This is an optimization exercise on Yosys and OpenROAD, whose aim is small area, a short achievable clock period and few clock cycles per item, not a production implementation.
In this exercise RTL edits were held to simulation tests only and were not proved equivalent to the original.
Power is estimated from default activity; no workload was simulated.

--- flow/config.mk ---
export PLATFORM = sky130hd
export DESIGN_NAME = bike_mul
export DESIGN_NICKNAME = bike_mul
export VERILOG_FILES = /design/flow/design.v
export SDC_FILE = /design/flow/constraint.sdc
export NUM_CORES = 4
export LEC_CHECK = 0
export CAP_MARGIN = 20
export CORE_MARGIN = 2
export CORE_UTILIZATION = 40
export PLACE_DENSITY = 0.6
export SLEW_MARGIN = 20
--- flow/constraint.sdc ---
create_clock -name core_clock -period 8.0 [get_ports {clk}]
set_input_delay 1.6000 -clock core_clock [delete_from_list [all_inputs] [get_ports {clk}]]
set_output_delay 1.6000 -clock core_clock [all_outputs]
set_load 0.01 [all_outputs]
--- flow/design.v ---
`timescale 1ns / 1ps
module mul_ctrl
(
    input               clk,
    input               rst_b,
    input               start,
    output reg          done,
    output reg [7:0]    g_addra,
    input      [63:0]   g_douta,
    output reg [7:0]    g_addrb,
    input      [63:0]   g_doutb,
    output reg [6:0]    h_addra,
    input      [13:0]   h_douta,
    output reg          f_wea,
    output reg [7:0]    f_addra,
    output     [63:0]   f_dina,
    input      [63:0]   f_douta
    );
localparam [2:0] IDLE  = 3'd0,
                 FILL1 = 3'd1,
                 FILL2 = 3'd2,
                 RUN1  = 3'd3,   
                 RUN2  = 3'd4,   
                 RUN3  = 3'd5,   
                 FIN   = 3'd6;   
reg  [2:0]  state;
reg  [7:0]  w;           
reg         type_b;      
reg         nowr;        
reg  [5:0]  off1, off2, off3;
reg         um1, um2, um3;
reg         first1, first2, first3;
reg  [63:0] acc;
wire [7:0]  ph  = h_douta[13:6];
wire [5:0]  pl  = h_douta[5:0];
wire        brw = |pl;
wire [5:0]  ol  = -pl;
wire [8:0]  ah  = {1'b0, w} - {1'b0, ph} - {8'd0, brw};
wire        neg = ah[8];
wire [5:0]  o   = neg ? ol + 6'd51 : ol;
wire [7:0]  a   = neg ? ah[7:0] + 8'd158 + {7'd0, ol >= 6'd13} : ah[7:0];
wire        sp_b = (a == 8'd158);
wire        sp_a = (a == 8'd157) && (o >= 6'd52);
wire        split = sp_a | sp_b;
wire [6:0]  h_inc = (h_addra == 7'd70) ? 7'd0 : h_addra + 7'd1;
wire [6:0]  h_dec = (h_addra == 7'd0) ? 7'd70 : h_addra - 7'd1;
wire        last_term = (h_addra == 7'd1);    
wire        first_term = (h_addra == 7'd2);   
always @(posedge clk) begin
    if (!rst_b) begin
        state   <= IDLE;
        first1  <= 1'b0;
        first2  <= 1'b0;
    end
    else begin
        first2  <= first1;
        case (state)
            IDLE: begin
                first1  <= 1'b0;
                if (start) begin
                    state   <= FILL1;
                    h_addra <= 7'd0;
                    w       <= 8'd0;
                end
            end
            FILL1: begin
                first1  <= 1'b0;
                h_addra <= 7'd1;
                state   <= FILL2;
            end
            FILL2: begin
                first1  <= 1'b0;
                h_addra <= 7'd2;
                state   <= RUN1;
            end
            RUN1: begin
                g_addra <= a;
                g_addrb <= sp_b ? 8'd0 : a + 8'd1;
                off1    <= o;
                um1     <= 1'b0;
                first1  <= first_term;
                type_b  <= sp_b;
                if (split) begin
                    h_addra <= h_dec;
                    state   <= RUN2;
                end
                else begin
                    h_addra <= h_inc;
                    if (last_term) begin
                        w <= w + 8'd1;
                        if (w == 8'd158)
                            state <= FIN;
                    end
                end
            end
            RUN2: begin
                g_addrb <= 8'd0;
                off1    <= off1 + 6'd13;
                um1     <= 1'b1;
                first1  <= 1'b0;
                h_addra <= h_inc;
                state   <= RUN3;
            end
            RUN3: begin
                g_addrb <= 8'd0;
                off1    <= type_b ? off1 + 6'd51 : 6'd0;
                um1     <= 1'b1;
                first1  <= 1'b0;
                h_addra <= h_inc;
                state   <= RUN1;
                if (last_term) begin
                    w <= w + 8'd1;
                    if (w == 8'd158)
                        state <= FIN;
                end
            end
            FIN: begin
                off1    <= 6'd0;
                um1     <= 1'b1;
                first1  <= 1'b1;
                state   <= IDLE;
            end
            default: begin
                first1  <= 1'b0;
                state   <= IDLE;
            end
        endcase
    end
end
always @(posedge clk) begin
    if (!rst_b) begin
        f_wea   <= 1'b0;
        done    <= 1'b0;
    end
    else begin
        f_wea   <= first2 & ~nowr;
        done    <= first2 & ~nowr & (state == IDLE);
        if (state == IDLE && start)
            nowr <= 1'b1;
        else if (first2)
            nowr <= 1'b0;
        if (first2 & ~nowr)
            f_addra <= f_addra - 8'd1;
        else if ((state == RUN1 && first_term) || state == FIN)
            f_addra <= w;
    end
end
wire [127:0] x  = {g_douta & {64{~um3}}, g_doutb};
wire [127:0] xs = x << off3;
always @(posedge clk) begin
    off2    <= off1;
    off3    <= off2;
    um2     <= um1;
    um3     <= um2;
    first3  <= first2;
    acc     <= (first3 ? f_douta : acc) ^ xs[127:64];
end
assign f_dina = {acc[63:13], acc[12:0] & {13{f_addra != 8'd158}}};
endmodule
`timescale 1ns / 1ps
module bike_mul
#(  parameter               G_ADDR_W = 8,
    parameter               G_DAT_W = 64,
    parameter               H_ADDR_W = 7,
    parameter               H_DAT_W = 14
    )
(
    input                   clk,
    input                   rst_b,
    input                   start,
    output                  done,
    output [G_ADDR_W-1:0]   g_addra,
    input  [G_DAT_W-1:0]    g_douta,
    output [G_ADDR_W-1:0]   g_addrb,
    input  [G_DAT_W-1:0]    g_doutb,
    output [H_ADDR_W-1:0]   h_addra,
    input  [H_DAT_W-1:0]    h_douta,
    output                  f_wea,
    output [G_ADDR_W-1:0]   f_addra,
    output [G_DAT_W-1:0]    f_dina,
    input  [G_DAT_W-1:0]    f_douta
    );
mul_ctrl mul0_ctrl (
    .clk        (clk),
    .rst_b      (rst_b),
    .start      (start),
    .done       (done),
    .g_addra    (g_addra),
    .g_douta    (g_douta),
    .g_addrb    (g_addrb),
    .g_doutb    (g_doutb),
    .h_addra    (h_addra),
    .h_douta    (h_douta),
    .f_wea      (f_wea),
    .f_addra    (f_addra),
    .f_dina     (f_dina),
    .f_douta    (f_douta)
    );
endmodule
--- flow/run.sh ---
#!/bin/bash
# synth_recipe.tcl (not shown) runs the flow's synth.tcl, then flattens the netlist and writes it again
# the make line also repeats each setting of config.mk as NAME=value (left out here)
make -C /OpenROAD-flow-scripts/flow DESIGN_CONFIG=/design/flow/config.mk WORK_HOME=/design/flow/orfs CLKGATE_MAP_FILE= SYNTH_SCRIPT=/design/flow/synth_recipe.tcl finish
==> impl_results.md <==
* LEAKAGE at 7.09 nW
* Max-slew violations at 0
* Cell count after synthesis at 1,596
* DR iter-0 viols at 1,057
* I/O Pins at 306
* Hold crit path type: reg2reg
* Vias per inst at 5.73
* Antenna violations before repair at 1
* Total GRT Usage at 24.7%
* Num rows at 70
* CTS Sinks at 134
* Largest net degree at the start of global routing at 138
* PwrDens at 179 mW/mm^2
* Final setup fails at 0
* Area Overhead vs Synth at 22.7%
* Vias in the first global route at 12.5k
* Peak VDD IR at 0.140 mV
* Worst Path Max Fanout at 15
* Outcome: no timing/DRC/antenna violations
* Relative slew slack at 25.5%
* Fmax at 0.141 GHz
* Root Buffer: clkbuf_16
* WS Path Type: in2reg
* Clock Skews at 13.0 ps
* Critical Path Max Stage Delay at 570 ps
* Antenna cell count at 0
* RSZ-0062 raised after global routing: false
* GPL Wtd Cong at 0.927
* Synth Net Count at 1,838
* Die W at 198 microns
* Htree depth at 4
* Post-synthesis instance area at 0.0150 sq mm
* Seq cells post-synth at 134
* Worst hold-check slack at 322 ps
* Initial Util at 40.7%
* Via count at 12.8k
* Port Buffers at 304
* Setup crit end kind: register
* Crit-path slowest cell: clkdlybuf4s50_1
* Kind of start point of the critical path: input pin
* Syn_area_per_cell at 9.39 sq um
* Most used DFF post-synth: dfxtp_1
* Tmin final at 7080 ps
* Die ar. at 0.0390 sq mm
* Antenna-violating nets left at 0
* Reg2Reg Setup Slack at 2770 ps
* Layout net count at 1,996
* Total Wirelength at 48,700 microns
* Die height at 198 microns
* Netlist cell types at 82
* Resize count post-CTS at 0
* Asr flop ratio synth at 0%
* Hold Buf Count CTS at 0
* Total grt overflow at 0
* Clk slew on worst S/H paths at 60 ps
* CTS buffer count at 17
* Critical-path cell list: clkdlybuf4s50_1 > inv_1 > ha_1 > and3b_1 > fa_1 > inv_1 > ha_1 > or2_2 > fa_1 > nor3b_1 > or3_1 > nand4_2 > a2111oi_2 > a2bb2oi_1 > and3b_1 > o211ai_2 > a221oi_1 > nor2b_1 > buf_4
* Final Core Density at 50.0%
* CTS tree: yes
* CORE AREA at 0.0368 sq mm
* Share of layout cells above drive strength 1 at 13.4%
* Max Cap Viol at 0
* Length of the first detailed-routing pass in iterations at 5
* Post-CTS repair timing setup buffer count at 0
* Yosys warns at 1
* Wire per inst at 21.8 microns
* Clock tree buffer depth at 2
* DRC viols at 0
* First-pass GRT wire length at 73,300 microns
* Register area share after synthesis at 21.1%
* Final count of hold timing violations at 0
* Number of synthesized flops with an enable pin at 48
* Fin Setup TNS at 0 ps
* Detailed Place HPWL at 39,000 microns
* Worst slew pin tran at 1120 ps
* Critical path required time at 8190 ps
* Arrival time at the worst endpoint at 7270 ps
* Final Cycle Share at 88.4%
* Clock latency (worst-skew pair) at 430 ps
[report_power, final]
part | switching [mW] | total [mW] | leakage, nW | internal [mW]
sequential | 0.115 | 1.03 | 1.17 | 0.913
clock | 0.313 | 0.780 | 0.276 | 0.466
combinational | 0.704 | 1.49 | 5.64 | 0.782
total | 1.13 | 3.29 | 7.09 | 2.16
[cell type report]
| class | instances | area [sq um] |
|---|---|---|
| clock inverter | 12 | 128 |
| clock buffer | 20 | 447 |
| multi-input combinational | 1243 | 10700 |
| sequential | 134 | 3190 |
| inverter | 45 | 169 |
| fill | 3459 | 18400 |
| timing repair buffer | 313 | 3120 |
| tap | 468 | 586 |
[critical path, delay by kind of cell]
kind,cells,cell delay (ps)
simple gates,7,1990
fa+ha+maj,4,1530
compound gates,4,1260
buf+inv,4,890
[registers in the layout (all words and copies together), names as in the netlist, 3 cells and up]
name,count
mul0_ctrl.h_addra,7
mul0_ctrl.f_addra,8
mul0_ctrl.g_addrb,8
mul0_ctrl.acc,64
mul0_ctrl.off2,6
mul0_ctrl.state,3
mul0_ctrl.off1,6
mul0_ctrl.off3,6
mul0_ctrl.w,8
mul0_ctrl.g_addra,8
[logic make-up after synthesis]
kind of cell	count (synthesis)	synth area share [%]
compound gates	253	10.9
fa+ha+maj	33	2.86
simple gates	418	13.5
buf+inv	219	7.18
xor+xnor	108	6.31
mux	431	38.1
flops	134	21.1
[final timing paths]
path | from | to | cells past startpoint
hold / removal | mul0_ctrl.off2[5] | mul0_ctrl.off3[5] | 0
hold reg to reg | mul0_ctrl.off2[5] | mul0_ctrl.off3[5] | 0
setup reg to reg | mul0_ctrl.w[0] | mul0_ctrl.w[3] | 15
setup / recovery | h_douta[0] | mul0_ctrl.w[3] | 19
[metrics by stage]
step | cells | power, mW | cell area [sq um] | setup slack (ps)
after floorplan | 1596 | 2.02 | 15000 | 1610
after global routing | 2235 | 3.49 | 18400 | 500
after CTS | 2235 | 3.32 | 18400 | 969
after global placement | 2203 | 2.50 | 17800 | 632
after detailed placement | 2203 | 2.53 | 17800 | 532
final | 2235 | 3.29 | 18400 | 925
[cell usage in the layout, fill, tap and decap left out, types with 5 or more instances in the layout]
cell,netlist,routed
nor2_1,134,134
xnor2_1,38,38
a21oi_1,53,53
nor2b_1,24,24
dfxtp_4,0,6
ha_1,31,31
a21o_1,8,8
nor4_1,5,5
nor3_1,17,17
nand2b_1,64,64
nand3_1,25,25
and2_1,7,7
inv_1,43,43
o21a_1,5,5
o21ai_0,76,76
mux4_2,106,106
o21ai_1,5,5
o211ai_1,28,28
xor2_1,70,70
a211oi_1,21,21
mux2_2,55,55
nand2_1,99,99
dfxtp_1,86,79
mux2i_1,270,270
and3_1,5,5
buf_4,57,8
clkbuf_16,0,17
clkdlybuf4s50_1,0,304
or2_2,6,6
edfxtp_1,48,48
o22ai_1,9,9
[routing by layer]
metal	share of wire (%)	vias up	track usage, %
li1	-	6146	-
met1	44	6101	32.6
met2	46	489	40.3
met3	6.6	78	4.39
met4	3.6	2	9.50
met5	0.027	-	0
[synthesized netlist by cell type, types with 28 or more instances]
master,number,area [sq um]
nand2_1,99,372
mux4_2,106,2390
clkbuf_1,77,289
a21oi_1,53,265
nand2b_1,64,400
edfxtp_1,48,1440
xor2_1,70,613
buf_4,57,428
inv_1,43,161
mux2_2,55,619
o211ai_1,28,210
mux2i_1,270,2700
xnor2_1,38,333
ha_1,31,388
nor2_1,134,503
o21ai_0,76,380
dfxtp_1,86,1720
Testbench counts, summed over its fixed seeds: cycles 205,832, mults 18.

-- what the ideal ports hide --
How much do the figures lean on ideal ports? The routed layout below was timed once more, with nothing changed but the port constraints. Step 1: set_driving_cell puts a clkbuf_16 on clk and a buf_2 on each other input, an assumption about the parent block. Step 2 adds t to the input delays and takes it off the output delays; t is the mean of the earliest and latest rising clock arrival at the registers after step 1. Input paths then give back, and output paths get back, about the clock's delay inside the block. a / b / c = no drivers / after step 1 / after step 2; a / b = the first two.
t (ns): 0.475
slack for setup (ns): 0.925 / 0.953 / 0.478
pins driven straight from the clock port: 1
After both steps setup and hold are still met in this run. For this run, drivers alone change the setup slack by +0.028 ns; drivers and shift together by -0.447 ns.
